Source: an optimization exercise on an open RTL-to-GDS flow (aim: small area). Production flows keep margins and buffers that such runs may drop.
In this exercise RTL edits were held to simulation tests only and were not proved equivalent to the original.
No driver is modelled on the clock port, so clock power and skew are understated where the tree is cut down; a real chip needs a root buffer or a tree.
Power figures rest on the tool's default switching activity, not on a simulated workload.

== job 101 ==
## formula
module formula # (
	parameter LEN = 8
) (
	input                         clk,
	input                         rst,
	input  signed [    LEN - 1:0] a,
	input  signed [    LEN - 1:0] b,
	input  signed [    LEN - 1:0] c,
	input  signed [    LEN - 1:0] d,
	input                         input_vld,
	output signed [3 * LEN - 1:0] res,
	output                        res_overflow,
	output                        output_vld
);
	logic [4:0] vld;
	always_ff @(posedge clk or posedge rst)
		if (rst) vld <= '0;
		else     vld <= {vld[3:0], input_vld};
	wire na1;
	wire na2;
	wire na3;
	wire na4;
	wire na5;
	wire na6;
	wire na7;
	wire na8;
	wire nc9;
	wire nc10;
	wire nc11;
	wire nc12;
	wire nc13;
	wire nc14;
	wire nc15;
	wire nc16;
	wire s17, c17;
	wire s18, c18;
	wire s19, c19;
	wire s20, c20;
	wire s21, c21;
	wire s22, c22;
	wire s23, c23;
	wire s24, c24;
	wire ov25;
	wire s26, c26;
	wire s27, c27;
	wire s28, c28;
	wire s29, c29;
	wire s30, c30;
	wire s31, c31;
	wire s32, c32;
	wire nd33;
	wire nd34;
	wire nd35;
	wire nd36;
	wire nd37;
	wire nd38;
	wire nd39;
	assign na1 = ~a[0];
	assign na2 = ~a[1];
	assign na3 = ~a[2];
	assign na4 = ~a[3];
	assign na5 = ~a[4];
	assign na6 = ~a[5];
	assign na7 = ~a[6];
	assign na8 = ~a[7];
	assign nc9 = ~c[0];
	assign nc10 = ~c[1];
	assign nc11 = ~c[2];
	assign nc12 = ~c[3];
	assign nc13 = ~c[4];
	assign nc14 = ~c[5];
	assign nc15 = ~c[6];
	assign nc16 = ~c[7];
	ha_bit u17 (.a(na1), .b(b[0]), .s(s17), .co(c17));
	fa_bit u18 (.a(na2), .b(b[1]), .ci(c17), .s(s18), .co(c18));
	fa_bit u19 (.a(na3), .b(b[2]), .ci(c18), .s(s19), .co(c19));
	fa_bit u20 (.a(na4), .b(b[3]), .ci(c19), .s(s20), .co(c20));
	fa_bit u21 (.a(na5), .b(b[4]), .ci(c20), .s(s21), .co(c21));
	fa_bit u22 (.a(na6), .b(b[5]), .ci(c21), .s(s22), .co(c22));
	fa_bit u23 (.a(na7), .b(b[6]), .ci(c22), .s(s23), .co(c23));
	fa_bit u24 (.a(na8), .b(b[7]), .ci(c23), .s(s24), .co(c24));
	assign ov25 = c23 ^ c24;
	fa_bit u26 (.a(nc11), .b(nc10), .ci(nc9), .s(s26), .co(c26));
	fa_bit u27 (.a(nc12), .b(nc11), .ci(c26), .s(s27), .co(c27));
	fa_bit u28 (.a(nc13), .b(nc12), .ci(c27), .s(s28), .co(c28));
	fa_bit u29 (.a(nc14), .b(nc13), .ci(c28), .s(s29), .co(c29));
  ...
For scale: about 99 flip-flops.
Settings: LEC_CHECK=0, CAP_MARGIN=20, CORE_MARGIN=2, CORE_UTILIZATION=40, SLEW_MARGIN=20, SYNTH_HIERARCHICAL=1; clock period 6.0 ns.
standard.sh (not shown) runs the stock make flow with config.mk's settings and CLKGATE_MAP_FILE= SYNTH_SCRIPT=/design/flow/synth_recipe.tcl, a recipe that flattens the netlist after the stock synthesis.
==> flow/flow/run.sh <==
#!/bin/bash
# Standard layout with smaller port buffers and a clock tree without dummy loads.
set -e
bash standard.sh BUFFER_PORTS_ARGS="-buffer_cell sky130_fd_sc_hd__buf_1" \
  CTS_ARGS="-sink_clustering_enable -repair_clock_nets -dont_use_dummy_load" finish > standard.log 2>&1
--- input diff job 101..job 102 ---
==> flow/flow/run.sh <==
#!/bin/bash
set -e
bash standard.sh > standard.log 2>&1
[summary]
Job 102 vs. job 101: maximum vdd ir drop increased by 0.025 mV relative to the old numbers, later-pin clock latency in the skew report closely matched the old numbers, count of H-tree levels built during CTS closely matched the old numbers, global router's overall resource usage increased by 0.98 points relative to the old numbers, final instance area increased by about 9% relative to the old numbers.
Compared with job 101, job 102 shows static power due to leakage that has gone up by a little under 10%.
[job 102 vs job 101] buffer count excluding the clock tree in the final layout: higher in job 102
Cmp job 102 and job 101 / actual slew at the worst max-slew pin / lower: job 102
Job 102 against job 101: global-route wire length before repair higher, via count roughly the same, post-placement cell area higher.
Input-level comparison between job 103 and job 102:
==> flow/run.sh (new file) <==
#!/bin/bash
# synth_recipe.tcl (not shown) runs the flow's synth.tcl, then flattens the netlist and writes it again
# the make line also repeats each setting of config.mk as NAME=value (left out here)
make -C /OpenROAD-flow-scripts/flow DESIGN_CONFIG=/design/flow/config.mk WORK_HOME=/design/flow/orfs CLKGATE_MAP_FILE= SYNTH_SCRIPT=/design/flow/synth_recipe.tcl finish
removed: flow/flow/run.sh
removed: flow/standard.sh
Findings:
- Compared with job 102, in job 103 static power due to leakage roughly the same, final area roughly the same, total wire length roughly the same, overall die height roughly the same, core utilization roughly the same.
- Job 103 vs. job 102: fraction of power spent switching nets about even; wire length of the first global-routing pass about even; fraction of the cycle the final worst path needs about even.
Here is what was changed in the inputs of job 104 compared with job 103.
==> flow/flow/run.sh (new file) <==
#!/bin/bash
# Standard layout with smaller port buffers and smaller clock buffers.
set -e
bash standard.sh BUFFER_PORTS_ARGS="-buffer_cell sky130_fd_sc_hd__buf_1" \
  CTS_ARGS="-sink_clustering_enable -repair_clock_nets -dont_use_dummy_load -buf_list {sky130_fd_sc_hd__clkbuf_4 sky130_fd_sc_hd__clkbuf_8}" finish > standard.log 2>&1
==> flow/standard.sh (new file) <==
#!/bin/bash
# synth_recipe.tcl (not shown) runs the flow's synth.tcl, then flattens the netlist and writes it again
# the make line also repeats each setting of config.mk as NAME=value (left out here)
make -C /OpenROAD-flow-scripts/flow DESIGN_CONFIG=/design/flow/config.mk WORK_HOME=/design/flow/orfs CLKGATE_MAP_FILE= SYNTH_SCRIPT=/design/flow/synth_recipe.tcl "${@:-finish}"
removed: flow/run.sh
Notes after the runs:
- Summary: with job 103 as the reference, number of placed cells counting well taps in job 104 moved down slightly.
- Comparing job 103 and job 104, the higher switching power share of the total is on job 104.
- Job 104 reports its launching instance or port of the critical path as nx1[3] while job 103 reports ny1[7].
- Job 104: count of plain and timing-repair buffers is 2 lower than what job 103 reported.
- [compare] base=job 103 new=job 104: clock group share of total power -6.2 points; per-cell routed wire length -1.9%; routed wire length -3.3%; relative area change from synthesis to final layout -12 points.
- Comparing job 103 against job 104, there is no change at all in number of top-level design ports.
- Between job 103 and job 104, the length of the first detailed-routing pass in iterations does not differ in any meaningful way.
- Final hold slack: job 104 lower than job 103
- Job 104: all stages complete, timing, DRC and antenna checks passed

---

## main
Another version of the RTL of formula (not shown whole).
For scale: roughly 320 cells after synthesis, roughly 98 flip-flops, roughly 61 I/O pins, about 0.0043 sq mm of cells after synthesis.
Settings: LEC_CHECK=0, CAP_MARGIN=0, CORE_MARGIN=2, CORE_UTILIZATION=55, GPL_TIMING_DRIVEN=0, SLEW_MARGIN=0, SYNTH_HIERARCHICAL=1; clock period 6.0 ns.
==> flow/flow/run.sh <==
#!/bin/bash
# The standard layout (the standard.sh) with these ORFS settings:
# synthesis buffers removed at floorplan, the smallest buffer on each port,
# and a hand-built one-level clock tree of four buffers (flow/manual_cts.tcl) in place of CTS.
set -e
here=$(pwd)
bash standard.sh REMOVE_ABC_BUFFERS=1 BUFFER_PORTS_ARGS="-buffer_cell sky130_fd_sc_hd__buf_1" \
  PRE_CTS_TCL=$here/flow/manual_cts.tcl finish > standard.log 2>&1
Other scripts of this flow, unchanged in this note and not shown: flow/flow/manual_cts.tcl
Inputs modified between main and the feature branch:
- swapping 55 for 40 in CORE_UTILIZATION
Notes after the runs:
- Side by side, power per cell area turned out higher in the feature branch than in main.
- [diff] sum of routed wire length over all layers, the feature branch relative to main: regression
- Any difference in depth of the critical timing path with buffers and inverters included between main and the feature branch is small enough to ignore.
- Diff main..the feature branch | clock insertion delay at the later pin of the skew report | negligible
- Of the feature branch and main, the higher part of the power in combinational logic belongs to the feature branch.
- Post-layout utilization of the core came out lower on the feature branch than on main.
In every run of this note, the design's own scripts or RTL, not TritonCTS, make the clock network.

---

== P ==
formula, a different RTL version from the one above (not shown whole).
Size in the first run: roughly 350 cells after synthesis, roughly 99 flip-flops, about 4600 sq um of cells after synthesis.
==> flow/config.mk <==
export PLATFORM = sky130hd
export DESIGN_NAME = formula
export DESIGN_NICKNAME = formula
export VERILOG_FILES = /design/flow/design.v
export SDC_FILE = /design/flow/constraint.sdc
export NUM_CORES = 4
export LEC_CHECK = 0
export CAP_MARGIN = 0
export CORE_MARGIN = 2
export CORE_UTILIZATION = 40
export GPL_TIMING_DRIVEN = 0
export SLEW_MARGIN = 0
export SYNTH_HIERARCHICAL = 1
==> flow/constraint.sdc <==
create_clock -name core_clock -period 6.0 [get_ports {clk}]
set_input_delay 1.2000 -clock core_clock [delete_from_list [all_inputs] [get_ports {clk}]]
set_output_delay 1.2000 -clock core_clock [all_outputs]
set_load 0.01 [all_outputs]
==> flow/flow/run.sh <==
#!/bin/bash
# Standard layout with the smallest port buffers and a plain clock tree of clkbuf_8.
set -e
bash standard.sh BUFFER_PORTS_ARGS="-buffer_cell sky130_fd_sc_hd__buf_1" \
  CTS_ARGS="-sink_clustering_enable -repair_clock_nets -dont_use_dummy_load -buf_list {sky130_fd_sc_hd__clkbuf_8}" finish > standard.log 2>&1
No stage failed in P, and the final checks on the layout all came back clean.
diff inputs: P => Q
==> flow/flow/run.sh <==
#!/bin/bash
# Standard layout, except: synthesis buffers removed at floorplan, smallest port
# buffers, and a clock tree of clkbuf_8 without dummy loads.
set -e
bash standard.sh REMOVE_ABC_BUFFERS=1 BUFFER_PORTS_ARGS="-buffer_cell sky130_fd_sc_hd__buf_1" \
  CTS_ARGS="-sink_clustering_enable -repair_clock_nets -dont_use_dummy_load -buf_list {sky130_fd_sc_hd__clkbuf_8}" finish > standard.log 2>&1
## What came out
Die area: P vs Q identical
| fraction of met3 tracks used by global routing | Q vs P | 0.16 points higher |
Q vs P — final clock period utilization by the worst path dropped 3.1 points.
Of P and Q, the run reporting the lower post-layout instance area was Q.
Compared with P, Q shows a met2 track demand over resource that is 2.7 points lower.
Width of the die: Q vs P identical

[afterwards: timing with drivers on the ports]
The results above use ideal ports. As a check the final layouts listed here were re-extracted and re-timed, cells and wires unchanged.
Step 1: set_driving_cell puts a clkbuf_16 on clk and a buf_2 on each other input, an assumption about the parent block.
Step 2 also shifts input and output timing later by t, the mid clock arrival at the registers, as if the neighbouring blocks saw the same clock.
Slacks: ideal ports / drivers / drivers and shift; pairs: ideal ports / drivers.
| run | t (ns) | setup slack, ns | worst register clock-pin slew, ns |
|---|---|---|---|
| job 101 | 0.381 | 0.315 / 0.315 / 0.315 | 0.07 / 0.07 |
| job 102 | 0.378 | 0.278 / 0.278 / 0.278 | 0.06 / 0.06 |
| job 103 | 0.378 | 0.278 / 0.278 / 0.278 | 0.06 / 0.06 |
| job 104 | 0.397 | 0.301 / 0.301 / 0.301 | 0.09 / 0.09 |
| main | 0.232 | 0.529 / 0.529 / 0.529 | 0.11 / 0.11 |
| the feature branch | 0.225 | 0.430 / 0.430 / 0.430 | 0.11 / 0.11 |
| P | 0.401 | 0.307 / 0.307 / 0.307 | 0.10 / 0.10 |
| Q | 0.387 | 0.491 / 0.491 / 0.491 | 0.09 / 0.09 |
After both steps setup and hold are still met in every run listed.
